Background: an optimization exercise with open tools, aiming at small area and a short achievable clock period. Do not read the settings as production practice. Where RTL was checked, it was by simulation tests only, not by an equivalence proof against the original. No activity file was given, so power comes from the tool's default toggle rates.

onyx:
## fpu16_top
module fpu16_top(
    input         aclk,
    input  [15:0] a,
    input  [15:0] b,
    input         a_valid,
    input         b_valid,
    output [15:0] add_result,
    output        add_valid,
    output [15:0] sub_result,
    output        sub_valid,
    output [15:0] mul_result,
    output        mul_valid,
    output [7:0]  cmp_result,
    output        cmp_valid
    );
export LEC_CHECK = 0
export ABC_AREA = 1
export CAP_MARGIN = 20
export CORE_MARGIN = 2
export CORE_UTILIZATION = 40
export CTS_BUF_LIST = sky130_fd_sc_hd__clkbuf_4
export SETUP_SLACK_MARGIN = 5.0
export SLEW_MARGIN = 20
create_clock -name core_clock -period 8.0 [get_ports {aclk}]
run.sh (not shown) runs the stock make flow with config.mk's settings and CLKGATE_MAP_FILE= SYNTH_SCRIPT=/design/flow/synth_recipe.tcl, a recipe that flattens the netlist after the stock synthesis.
Relative to onyx, the following input files were edited for juniper:
- swapping 5.0 for 4.9 in SETUP_SLACK_MARGIN
- clearing CTS_BUF_LIST, which used to be sky130_fd_sc_hd__clkbuf_4
==> comparison <==
Per the comparison of juniper with onyx, total wirelength of the detailed-routed design went down 610 um; distinct cell type count of the synthesized netlist held; final critical-path setup slack went down 0.14 ns; combinational fraction of design power went down 2.4 points. NOTE: delay of the slowest cell on the worst path in juniper exceeds that of onyx. juniper vs onyx: proportion of cell area occupied by registers down. Relative to onyx, the design area measured on juniper has increased slightly.
--- input diff juniper..quartz ---
- CTS_CLUSTER_SIZE now 20, previously not set
- CTS_BUF_LIST now sky130_fd_sc_hd__clkbuf_4, previously not set
- SETUP_SLACK_MARGIN now 5.0, was 4.9
Looking at the reports, quartz completed the entire flow and the layout it produced met the timing, design-rule and antenna checks. Compared with juniper, in quartz area taken by flip-flops and latches about even; setup slack rose 0.14 ns; area growth from synthesis to layout fell 2.3 points. Higher non-clock buffer count goes to quartz over juniper. Final-report setup violation count: quartz vs juniper identical. What quartz reported for power per standard cell area has to be multiplied by 1.06 to get the figure for juniper. Relative to juniper, sequential share of cell area has increased by 0.73 points in quartz. Of juniper and quartz, the higher arrival time at the worst endpoint belongs to quartz. Routed wirelength normalized by instance count on quartz is down relative to juniper. Final weighted congestion in routability-driven placement in quartz is 0.013 lower than in juniper.
Modified inputs, yarrow compared to quartz
- CTS_CLUSTER_SIZE: 20 -> unset
- CTS_BUF_LIST: sky130_fd_sc_hd__clkbuf_4 -> unset
==> run summary <==
Compared with quartz, in yarrow synthesized area neither gained nor lost much; width of the die held steady; part of the total power dissipated in sequential elements went down by 2.4 points; power dissipated in combinational cells roughly the same; critical path depth moved up. Re routability-driven placement congestion ratio: no difference whatsoever between quartz and yarrow. Measured against each other, yarrow and quartz differ in number of H-tree levels, the higher figure coming from quartz. | count of buffers not belonging to the clock network in the layout | yarrow vs quartz | about 2.4% lower |. Final worst-path setup slack: yarrow vs quartz down 0.031 ns. Of yarrow and quartz, the run reporting the higher TritonCTS buffer count was quartz. In the reports for yarrow and quartz, the larger synthesis-to-finish area growth belongs to yarrow.

* * *

fpu16_top, a different RTL version from the one above (not shown whole).
For scale: ~2600 cells after synthesis, roughly 95 I/O pins, about 20000 um^2 of cells after synthesis.
clock: 8.0 ns
lec_check: 0
abc_area: 1
cap_margin: 20
core_margin: 2
core_utilization: 40
slew_margin: 20
standard.sh (not shown) runs the stock make flow with config.mk's settings and CLKGATE_MAP_FILE= SYNTH_SCRIPT=/design/flow/synth_recipe.tcl, a recipe that flattens the netlist after the stock synthesis.
==> flow/flow/run.sh <==
#!/bin/bash
# The standard layout, with stronger port buffers and a tighter setup repair target.
set -euo pipefail
bash standard.sh SETUP_SLACK_MARGIN=5.3 "BUFFER_PORTS_ARGS=-buffer_cell sky130_fd_sc_hd__buf_4" finish > standard.log 2>&1
The starting point passed the timing, design-rule and antenna checks.
Rerun with:
==> flow/run.sh (new file) <==
#!/bin/bash
# synth_recipe.tcl (not shown) runs the flow's synth.tcl, then flattens the netlist and writes it again
# the make line also repeats each setting of config.mk as NAME=value (left out here)
make -C /OpenROAD-flow-scripts/flow DESIGN_CONFIG=/design/flow/config.mk WORK_HOME=/design/flow/orfs CLKGATE_MAP_FILE= SYNTH_SCRIPT=/design/flow/synth_recipe.tcl finish
CTS_CLUSTER_DIAMETER = 100   (was not set)
CTS_CLUSTER_SIZE = 30   (was not set)
SETUP_SLACK_MARGIN = 5.0   (was not set)
removed: flow/flow/run.sh
removed: flow/standard.sh
Outcome: Fmax shrinks by 3.4%. Clock skew went up by 0.010 ns. Routed wire length shrinks by 4.7%.
No run of this note included a check of the RTL's function; only the layout flow was run.

* * *

fpu16_top, a different RTL version from the one above (not shown whole).
Size in the first run: ~2600 cells after synthesis, about 400 flip-flops, roughly 20000 sq um of cells after synthesis.
## fpu16_top
module fpu16_top(
    input         aclk,
    input  [15:0] a,
    input  [15:0] b,
    input         a_valid,
    input         b_valid,
    output [15:0] add_result,
    output        add_valid,
    output [15:0] sub_result,
    output        sub_valid,
    output [15:0] mul_result,
    output        mul_valid,
    output [7:0]  cmp_result,
    output        cmp_valid
    );
make LEC_CHECK=0 ABC_AREA=1 CAP_MARGIN=20 CORE_MARGIN=2 CORE_UTILIZATION=40 SETUP_SLACK_MARGIN=4.6 SLEW_MARGIN=20 finish   # period 8.0 ns
run.sh (not shown) runs the stock make flow with config.mk's settings and CLKGATE_MAP_FILE= SYNTH_SCRIPT=/design/flow/synth_recipe.tcl, a recipe that flattens the netlist after the stock synthesis.
Stock flow here: none of the scripts above is used.
The starting point finished clean.
Edit:
--- a/flow/config.mk
+++ b/flow/config.mk
@@ -11,3 +11,3 @@
 export CORE_UTILIZATION = 40
-export SETUP_SLACK_MARGIN = 4.6
+export SETUP_SLACK_MARGIN = 4.9
 export SLEW_MARGIN = 20
Via count grows by 0.70%.
Wire length grows by 3.2%.
Worst setup slack improves by 0.28 ns.
Sequential share of layout area shrinks by 0.30 points.
Synthesized area stays the same.
Total power shrinks by 1.4%.
Fmax grows by 9.4%.
First-iteration DRC count shrinks by 16%.
Final area grows by 1.2%.
Die area stays the same.
Utilization grows by 0.57 points.
Edit:
--- a/flow/config.mk
+++ b/flow/config.mk
@@ -7,3 +7,2 @@
 export LEC_CHECK = 0
-export ABC_AREA = 1
 export CAP_MARGIN = 20
@@ -11,3 +10,2 @@
 export CORE_UTILIZATION = 40
-export SETUP_SLACK_MARGIN = 4.9
 export SLEW_MARGIN = 20
Outcome: The new run produced a clean layout; power rises by 4.0%; area after synthesis rises by 2.9%; count of clock-buffer cells in the layout falls by 3; synthesized cell count falls by 11%; cell count falls by 10%; final area falls by 0.31%; routed wire length falls by 11%; maximum frequency falls by 19%; sequential power rises by about 3%; setup slack degrades by 0.73 ns.
No run of this note included a check of the RTL's function; only the layout flow was run.

* * *

maple:
Another version of the RTL of fpu16_top (not shown whole).
Size in the first run: roughly 2500 cells after synthesis, ~390 flip-flops, about 95 I/O pins, about 20000 sq um of cells after synthesis.
Design fpu16_top, start of the top module:
module fpu16_top(
    input         aclk,
    input  [15:0] a,
    input  [15:0] b,
    input         a_valid,
    input         b_valid,
    output [15:0] add_result,
    output        add_valid,
    output [15:0] sub_result,
    output        sub_valid,
    output [15:0] mul_result,
    output        mul_valid,
    output [7:0]  cmp_result,
    output        cmp_valid
    );
clock: 8.0 ns
lec_check: 0
abc_area: 1
cap_margin: 20
core_margin: 2
core_utilization: 40
setup_slack_margin: 5.0
slew_margin: 20
standard.sh (not shown) runs the stock make flow with config.mk's settings and CLKGATE_MAP_FILE= SYNTH_SCRIPT=/design/flow/synth_recipe.tcl, a recipe that flattens the netlist after the stock synthesis.
==> flow/flow/run.sh <==
#!/bin/bash
# The standard layout, with buf_2 cells as the port buffers.
set -euo pipefail
bash standard.sh SETUP_SLACK_MARGIN=5.45 "BUFFER_PORTS_ARGS=-buffer_cell sky130_fd_sc_hd__buf_2" finish > standard.log 2>&1
maple reached the end of the flow, and the finished layout is clean on the timing, design-rule and antenna checks.
Input-level comparison between garnet and maple:
- CORE_UTILIZATION: 40 -> 55
==> flow/flow/run.sh <==
#!/bin/bash
# The standard layout, with buf_2 cells as the port buffers.
set -euo pipefail
bash standard.sh SETUP_SLACK_MARGIN=5.35 "BUFFER_PORTS_ARGS=-buffer_cell sky130_fd_sc_hd__buf_2" finish > standard.log 2>&1
==> comparison <==
garnet: all stages complete, timing, DRC and antenna checks passed. Sort maple and garnet by data arrival at the endpoint of the critical path, descending, and garnet comes first. The multi-input combinational cell count of garnet and that of maple are within noise of each other. Static leakage power of garnet falls short of that of maple by a few percent. Diff maple -> garnet: die area lower; count of plain and timing-repair buffers lower; shortest clock period the worst path allows after layout higher; total power lower; clock latency reported for the late side of the worst-skew pair roughly the same. garnet -> maple: multiplexer area fraction after synthesis delta 0, exact match. garnet vs maple, end point of the critical path: cs1_2[10]$_DFF_P_ vs cs1_2[16]$_DFF_P_. Compared with maple, detail-routed net length per standard cell in garnet decreased slightly. Number of cells on the worst reg-to-reg path (garnet over maple): decrease, 3.
What ember does differently from garnet at the input level:
- putting CTS_BUF_LIST at sky130_fd_sc_hd__clkbuf_4 where nothing was set
- swapping 55 for 40 in CORE_UTILIZATION
==> flow/flow/run.sh <==
#!/bin/bash
# The standard layout, with buf_2 cells as the port buffers.
set -euo pipefail
bash standard.sh "BUFFER_PORTS_ARGS=-buffer_cell sky130_fd_sc_hd__buf_2" finish > standard.log 2>&1
### Flow results
When ember is measured against garnet, its number of buffers and inverters on the critical path turns out 2 higher.
ember against garnet: power per cell area stayed essentially flat; final worst-path setup slack now sits lower; number of placement rows has increased; clock period minus final worst setup slack rose 0.23 ns; net switching power moved down.
On via count of the routed design, garnet and ember are basically level.
Going from garnet to ember, clock-net power moved down, maximum fanout encountered on the critical timing path moved up, area of the multi-input gates moved down, clock skew moved up.
Inputs modified between ember and delta:
- a deleted CTS_BUF_LIST that had been sky130_fd_sc_hd__clkbuf_4
==> flow/flow/run.sh <==
#!/bin/bash
# The standard layout, with buf_2 cells as the port buffers.
set -euo pipefail
bash standard.sh SETUP_SLACK_MARGIN=5.2 "BUFFER_PORTS_ARGS=-buffer_cell sky130_fd_sc_hd__buf_2" finish > standard.log 2>&1
--- outcome ---
Sort delta and ember by met1 routed wirelength after detailed routing asc -> top: ember
In the flow results for delta and ember, the total number of cells along the worst setup path is smaller on delta.
delta ended up with a higher part of the total power dissipated in the clock network than ember did.
Sort delta and ember by buffer count from post-CTS setup fixing, descending, and delta comes first.
Comparing delta and ember, the higher leakage power summed over all cells is on delta.
> inputs changed (delta -> nickel)
==> flow/flow/run.sh <==
#!/bin/bash
# The standard layout, with buf_2 cells as the port buffers.
set -euo pipefail
bash standard.sh SETUP_SLACK_MARGIN=5.35 "BUFFER_PORTS_ARGS=-buffer_cell sky130_fd_sc_hd__buf_2" finish > standard.log 2>&1
Findings:
Re maximum single-stage delay on the critical path: delta was lower than nickel.
Higher share of the clock period used by the worst path after layout among delta and nickel: delta
nickel against delta: ratio of total power to cell area went up by 3.8 nW/um^2, routed wire length went up by 460 um, worst slack on hold paths went down by 0.0037 ns.
met2 routing resource usage after global routing ends up lower on delta.
nickel vs delta, utilization after layout went up by 1.0 points.
nickel vs delta — average routed wire per standard cell climbed slightly
[inputs] umber vs nickel
- an added CTS_BUF_LIST of sky130_fd_sc_hd__clkbuf_4
==> flow/flow/run.sh <==
#!/bin/bash
# The standard layout, with buf_2 cells as the port buffers.
set -euo pipefail
bash standard.sh SETUP_SLACK_MARGIN=5.15 "BUFFER_PORTS_ARGS=-buffer_cell sky130_fd_sc_hd__buf_2" finish > standard.log 2>&1
## What came out
- Higher fraction of standard cell area that is sequential was reported by umber, not nickel.
- Post-route met1 wirelength for umber: 1.8% down relative to nickel
- Wire length (umber over nickel): decrease, 1400 um
- Between nickel and umber, the multi-input combinational cell count figures differ only marginally.
- Area occupied by registers, nickel and umber, lower one = umber.
- The clock buffer and inverter area fraction after layout of umber is lower than that of nickel.
- Looking at cell with the largest stage delay on the worst path, the sky130_fd_sc_hd__fa_2 result is from nickel; the sky130_fd_sc_hd__dfxtp_2 one comes from umber.
- When umber is set beside nickel, its arrival time of data at the critical path endpoint turns out to be 1.84 ns smaller.
- Compared with nickel, in umber clock buffer count in the final layout rose by 84, worst-case headroom to the max-slew limit has increased, via count now sits higher.
No run of this note included a check of the RTL's function; only the layout flow was run.

separate check: timing with driven ports:
The flow's constraints put no driver on any port. The routed layouts listed below were extracted and timed again, unchanged, in two steps.
Step 1 (the two cells are an assumption about what drives the block):
set clk [get_ports {aclk}]
set_driving_cell -lib_cell sky130_fd_sc_hd__clkbuf_16 $clk
set_driving_cell -lib_cell sky130_fd_sc_hd__buf_2 [delete_from_list [all_inputs] $clk]
Step 2 moves the port delays by t, midway between the first and last clock arrival at a register: inputs arrive t later, outputs are due t later. That takes back most of the time a late clock gives input paths.
Slacks: ideal / step 1 / step 2; pairs: ideal / step 1.
run | t (ns) | setup WS [ns] | worst data-port slew with drivers (ns)
onyx | 0.834 | 5.109 / 5.068 / 4.453 | 0.03
juniper | 0.605 | 4.973 / 4.919 / 4.477 | 0.03
quartz | 0.834 | 5.109 / 5.068 / 4.453 | 0.03
yarrow | 0.615 | 5.079 / 5.107 / 4.493 | 0.03
the first run of note 2 | 0.627 | 5.039 / 5.039 / 4.985 | 0.06
the second run of note 2 | 0.603 | 4.935 / 4.935 / 4.611 | 0.05
the first run of note 3 | 0.610 | 4.699 / 4.699 / 4.309 | 0.04
the second run of note 3 | 0.611 | 4.983 / 4.928 / 4.496 | 0.04
the third run of note 3 | 0.626 | 4.257 / 4.257 / 3.739 | 0.06
maple | 0.616 | 5.350 / 5.343 / 4.967 | 0.04
garnet | 0.608 | 5.315 / 5.315 / 4.903 | 0.03
ember | 0.867 | 5.088 / 5.064 / 4.646 | 0.03
delta | 0.606 | 5.216 / 5.216 / 4.777 | 0.04
nickel | 0.617 | 5.324 / 5.324 / 4.885 | 0.04
umber | 0.873 | 5.130 / 5.076 / 4.778 | 0.03
After both steps every run listed still meets setup and hold.
